This is an optimization exercise on Yosys and OpenROAD, whose aim is small area, not a production implementation. Only simulation tests tie the RTL to the original design; equivalence was not proved. Power figures rest on the tool's default switching activity, not on a simulated workload.

Design ssl, start of the top module:
module ssl(clk, erst, din, dIdA, dIdB, dIdC, dSsA);
    input clk;
    input erst;
    input [3:0] din;
    output [6:0] dIdA;
    output [6:0] dIdB;
    output [6:0] dIdC;
    output [20:0] dSsA;
    wire rst;
    wire ena;
    wire [6:0] cntin;
    wire [3:0] dline;
    wire [127:0] dinRef;
    reg ph;
    reg valid0, valid1;
    rst_synch #(4, 2) rstSynchInst (
        .clk (clk),
        .erst (erst),
        .rst (rst),
        .ena (ena)
    );
    counter #(128) counterInst (
        .clk (clk),
        .rst (rst),
        .ena (ena),
        .dout (cntin)
    );
    input_buff inputBuffInst (
        .din (din),
        .clk (clk),
        .rst (rst),
        .ena (ena),
        .dout (dline)
    );
    always @ (posedge clk or negedge rst) begin
        if (!rst) begin
            ph <= 1'b0;
            valid0 <= 1'b0;
            valid1 <= 1'b0;
        end
        else if (cntin == 7'd127) begin
            ph <= ~ph;
            valid0 <= 1'b1;
            valid1 <= valid0;
        end
    end
    wire cnt0 = (cntin == 7'd0);
    wire first = (cntin == 7'd1);
    wire inwin = (cntin != 7'd0) && (cntin < 7'd125);
    wire [6:0] lag = cntin - 7'd1;
    shift_reg refInst (
        .din (dline[0]),
        .clk (clk),
        .load (cnt0),
        .dout (dinRef)
    );
    proc_array procArrayA (
        .dinRef (dinRef), .din (dline[1]), .clk (clk), .rst (rst),
        .ph (ph), .phn (~ph), .first (first), .inwin (inwin), .lag (lag),
        .cnt0 (cnt0), .valid (valid1), .dout (dIdA)
    );
    proc_array procArrayB (
        .dinRef (dinRef), .din (dline[2]), .clk (clk), .rst (rst),
  ...
Settings: LEC_CHECK=0, CAP_MARGIN=20, CORE_MARGIN=2, CORE_UTILIZATION=50, SLEW_MARGIN=20, SYNTH_HIERARCHICAL=1, SYNTH_MINIMUM_KEEP_SIZE=0; clock period 15.0 ns.
standard.sh (not shown) runs the stock make flow with config.mk's settings and CLKGATE_MAP_FILE= SYNTH_SCRIPT=/design/flow/synth_recipe.tcl, a recipe that flattens the netlist after the stock synthesis.
==> flow/flow/run.sh <==
#!/bin/bash
# Own layout flow: the standard synthesis, then the standard ORFS layout
# with these changes (settings in flow/knobs.sh):
#  * combinational cells in the synthesized netlist start at their smallest
#    drive strength (downsize.py); repair_design and repair_timing size up
#    whatever needs it;
#  * floorplan removes synthesis buffers instead of sizing on wire-load
#    estimates (REMOVE_ABC_BUFFERS);
#  * the port buffers are the smallest buffer cell;
#  * CTS uses the clock buffer and clustering in knobs.sh and no dummy loads.
set -euo pipefail
R=orfs/results/${FLOW_PLATFORM}/ssl/base
source flow/knobs.sh

bash standard.sh synth > synth.log 2>&1
cp $R/1_2_yosys.v synth_netlist.v
python3 flow/downsize.py $R/1_2_yosys.v > downsize.log 2>&1

CTS="-sink_clustering_enable -repair_clock_nets -dont_use_dummy_load"
CTS="$CTS -buf_list $CTS_BUF $CTS_EXTRA"
bash standard.sh REMOVE_ABC_BUFFERS=1 "CTS_ARGS=$CTS" \
    "BUFFER_PORTS_ARGS=-buffer_cell sky130_fd_sc_hd__buf_1" \
    $EXTRA_VARS finish > layout.log 2>&1
==> flow/flow/knobs.sh <==
CTS_BUF=sky130_fd_sc_hd__clkbuf_4
CTS_EXTRA="-sink_clustering_size 11 -sink_clustering_max_diameter 40"
EXTRA_VARS=""
Other scripts of this flow, unchanged in this note and not shown: flow/flow/downsize.py
Next try:
Settings changed: CORE_UTILIZATION 50 to 65.
Result: Routed wire length fell by a few percent. Final cell count shrinks by a little under a tenth. Clock power hardly moves. Setup slack gets worse by 0.25 ns. Synthesized cell count does not change. Count of clock-buffer cells in the layout came out lower by 7.
Next try:
==> flow/flow/run.sh (replaced) <==
#!/bin/bash
# Own layout flow: the standard synthesis, then the standard ORFS layout
# with three changes:
#  * combinational cells in the synthesized netlist start at their smallest
#    drive strength (downsize.py); repair_design and repair_timing size up
#    whatever needs it;
#  * floorplan removes synthesis buffers instead of sizing on wire-load
#    estimates (REMOVE_ABC_BUFFERS);
#  * CTS uses small clock buffers and no dummy loads.
set -euo pipefail
R=orfs/results/${FLOW_PLATFORM}/ssl/base

bash standard.sh synth > synth.log 2>&1
cp $R/1_2_yosys.v synth_netlist.v
python3 flow/downsize.py $R/1_2_yosys.v > downsize.log 2>&1

CTS="-sink_clustering_enable -repair_clock_nets -dont_use_dummy_load"
CTS="$CTS -buf_list ${CTS_BUF:-sky130_fd_sc_hd__clkbuf_4}"
bash standard.sh REMOVE_ABC_BUFFERS=1 "CTS_ARGS=$CTS" finish > layout.log 2>&1
Settings changed: CORE_UTILIZATION 65 to 50.
removed: flow/flow/knobs.sh
=>
- core utilization falls by 13 points
- routed wire length grows by 5.2%
- clock power rose by 48%
- non-clock buffer count rises by 1

---

## old
Starting RTL as in the previous note.
clock: 15.0 ns
lec_check: 0
cap_margin: 20
core_margin: 2
core_utilization: 50
slew_margin: 20
synth_hierarchical: 1
synth_minimum_keep_size: 0
==> flow/flow/run.sh <==
#!/bin/bash
# Own layout flow: the standard synthesis, then the standard ORFS layout
# with these changes (settings in flow/knobs.sh):
#  * combinational cells in the synthesized netlist start at their smallest
#    drive strength (downsize.py); repair_design and repair_timing size up
#    whatever needs it;
#  * floorplan removes synthesis buffers instead of sizing on wire-load
#    estimates (REMOVE_ABC_BUFFERS);
#  * the port buffers are the smallest buffer cell;
#  * CTS uses the clock buffer and clustering in knobs.sh and no dummy loads.
set -euo pipefail
R=orfs/results/${FLOW_PLATFORM}/ssl/base
source flow/knobs.sh

bash standard.sh synth > synth.log 2>&1
cp $R/1_2_yosys.v synth_netlist.v
python3 flow/downsize.py $R/1_2_yosys.v > downsize.log 2>&1

CTS="-sink_clustering_enable -repair_clock_nets -dont_use_dummy_load"
CTS="$CTS -buf_list $CTS_BUF $CTS_EXTRA"
bash standard.sh REMOVE_ABC_BUFFERS=1 "CTS_ARGS=$CTS" \
    "BUFFER_PORTS_ARGS=-buffer_cell sky130_fd_sc_hd__buf_1" \
    $EXTRA_VARS finish > layout.log 2>&1
==> flow/flow/knobs.sh <==
CTS_BUF=sky130_fd_sc_hd__clkbuf_4
CTS_EXTRA="-sink_clustering_size 9 -sink_clustering_max_diameter 40"
EXTRA_VARS=""
Other scripts of this flow, unchanged in this note and not shown: flow/flow/downsize.py
Input changes introduced in new (baseline for comparison: old):
==> flow/flow/knobs.sh <==
CTS_BUF=sky130_fd_sc_hd__clkbuf_8
CTS_EXTRA="-sink_clustering_size 18 -sink_clustering_max_diameter 50"
EXTRA_VARS=""
[summary]
Synthesized cell count came out exactly the same in old and new. Comparing old and new, the lower clock period minus worst slack is on old. On detail-routed via count per cell, old and new are neck and neck. For old, the capturing element of the worst setup path was procArrayA.bestId[4], unlike new, where it was procArrayC.bestId[2]. Relative to old, switching power of the nets decreased by 1.1% in new. Compared with old, new shows a lower highest achievable clock rate. Taking old as the reference point, the cell count of new falls by 64. Re count of filler cells inserted in the layout: old was higher than new. new has clock share of power above what old had. Compared with old, in new clock network latency to the later pin of the worst-skew pair dropped 0.33 ns, core utilization climbed 0.18 points.

---

ssl, a different RTL version from the one above (not shown whole).
For scale: about 48 I/O pins, roughly 37000 um2 of cells after synthesis.
clock: 15.0 ns
lec_check: 0
cap_margin: 20
core_margin: 2
core_utilization: 65
slew_margin: 20
synth_hierarchical: 1
synth_minimum_keep_size: 0
==> flow/flow/downsize.py <==
#!/usr/bin/env python3
"""Rewrite a sky130hd gate-level netlist so that every combinational cell is
the smallest drive strength of its function (same cell family, same pins).
Flip-flops, tie cells and clock cells are left alone."""
import re
import sys

LIB = '/OpenROAD-flow-scripts/flow/platforms/sky130hd/lib/sky130_fd_sc_hd__tt_025C_1v80.lib'
DONT = ('probe', 'lpflow', 'df', 'sdf', 'edf', 'dl', 'conb', 'clk', 'tap',
        'fill', 'decap', 'diode', 'mux4')


def areas():
    t = open(LIB).read()
    res = {}
    for m in re.finditer(r'\n\s*cell\s*\(\s*"?(\w+)"?\s*\)', t):
        a = re.search(r'area\s*:\s*([\d.]+)', t[m.end():m.end() + 5000])
        if a:
            res[m.group(1)] = float(a.group(1))
    return res


def main(path):
    area = areas()
    fam = {}
    for c in area:
        m = re.match(r'(sky130_fd_sc_hd__\w+?)_(\d+)$', c)
        if m:
            fam.setdefault(m.group(1), []).append(c)
    best = {}
    for base, cells in fam.items():
        if any(k in base[len('sky130_fd_sc_hd__'):] for k in DONT):
            continue
        small = min(cells, key=lambda c: (area[c], int(c.rsplit('_', 1)[1])))
        for c in cells:
            if c != small and area[c] > area[small]:
                best[c] = small
    text = open(path).read()
    count = {}

    def sub(m):
        c = m.group(1)
        if c in best:
            count[c] = count.get(c, 0) + 1
            return best[c] + m.group(2)
        return m.group(0)

    text = re.sub(r'\b(sky130_fd_sc_hd__\w+)(\s+\S+\s*\()', sub, text)
    open(path, 'w').write(text)
    for c, n in sorted(count.items()):
        print('%5d %s -> %s' % (n, c, best[c]))


if __name__ == '__main__':
    main(sys.argv[1])
==> flow/flow/knobs.sh <==
CTS_BUF=sky130_fd_sc_hd__clkbuf_4
CTS_EXTRA="-sink_clustering_size 10 -sink_clustering_max_diameter 40"
EXTRA_VARS=""
Scripts as last shown in full above: flow/flow/run.sh
Change:
==> flow/flow/knobs.sh (replaced) <==
CTS_BUF=sky130_fd_sc_hd__clkbuf_4
CTS_EXTRA="-sink_clustering_size 10 -sink_clustering_max_diameter 90"
EXTRA_VARS=""
Result: The changed run passed the timing, design-rule and antenna checks. Worst setup slack improves by 22 ps. Clock-buffer cell count falls by 11. Sequential power barely changes. Hold slack gets better by 55 ps. Clock power falls by about 3%. Clock skew decreases by 12 ps.
Change:
==> flow/flow/knobs.sh (replaced) <==
CTS_BUF=sky130_fd_sc_hd__clkbuf_4
CTS_EXTRA="-sink_clustering_size 10 -sink_clustering_max_diameter 60"
EXTRA_VARS=""
Result: Power is about the same; clock-buffer cell count does not change; worst setup slack improves by 49 ps; hold slack barely changes; clock skew decreases by 22 ps; register-to-register slack improves by 50 ps; critical path depth does not change; wire length is about the same; non-clock buffer count stays the same; cell count stays the same.

## static timing again, ports no longer ideal
No port has a modelled driver above. Below, the same layouts with a new extraction and two added sets of constraints. Step 1 assumes that a clkbuf_16 drives the clock port and a buf_2 every other input. Step 2 adds t to the input delays and takes it off the output delays; t is the mean of the earliest and latest rising clock arrival at the registers after step 1. Input paths then give back, and output paths get back, about the clock's delay inside the block. Three values: no drivers, after step 1, after step 2; two values: the first two.
run | t (ns) | slack for setup (ns) | hold WS [ns]
the first run of note 1 | 1.024 | 4.550 / 4.550 / 4.550 | 0.253 / 0.253 / 0.253
the second run of note 1 | 1.016 | 4.296 / 4.296 / 4.296 | 0.251 / 0.251 / 0.251
the third run of note 1 | 1.090 | 4.336 / 4.336 / 4.336 | 0.271 / 0.271 / 0.271
old | 1.038 | 4.602 / 4.602 / 4.602 | 0.250 / 0.250 / 0.250
new | 0.734 | 4.563 / 4.563 / 4.563 | 0.284 / 0.284 / 0.284
the first run of note 3 | 1.014 | 4.886 / 4.886 / 4.886 | 0.243 / 0.243 / 0.243
the second run of note 3 | 1.015 | 4.908 / 4.908 / 4.908 | 0.298 / 0.298 / 0.298
the third run of note 3 | 1.026 | 4.957 / 4.957 / 4.957 | 0.301 / 0.301 / 0.301
After both steps setup and hold are still met in every run listed.
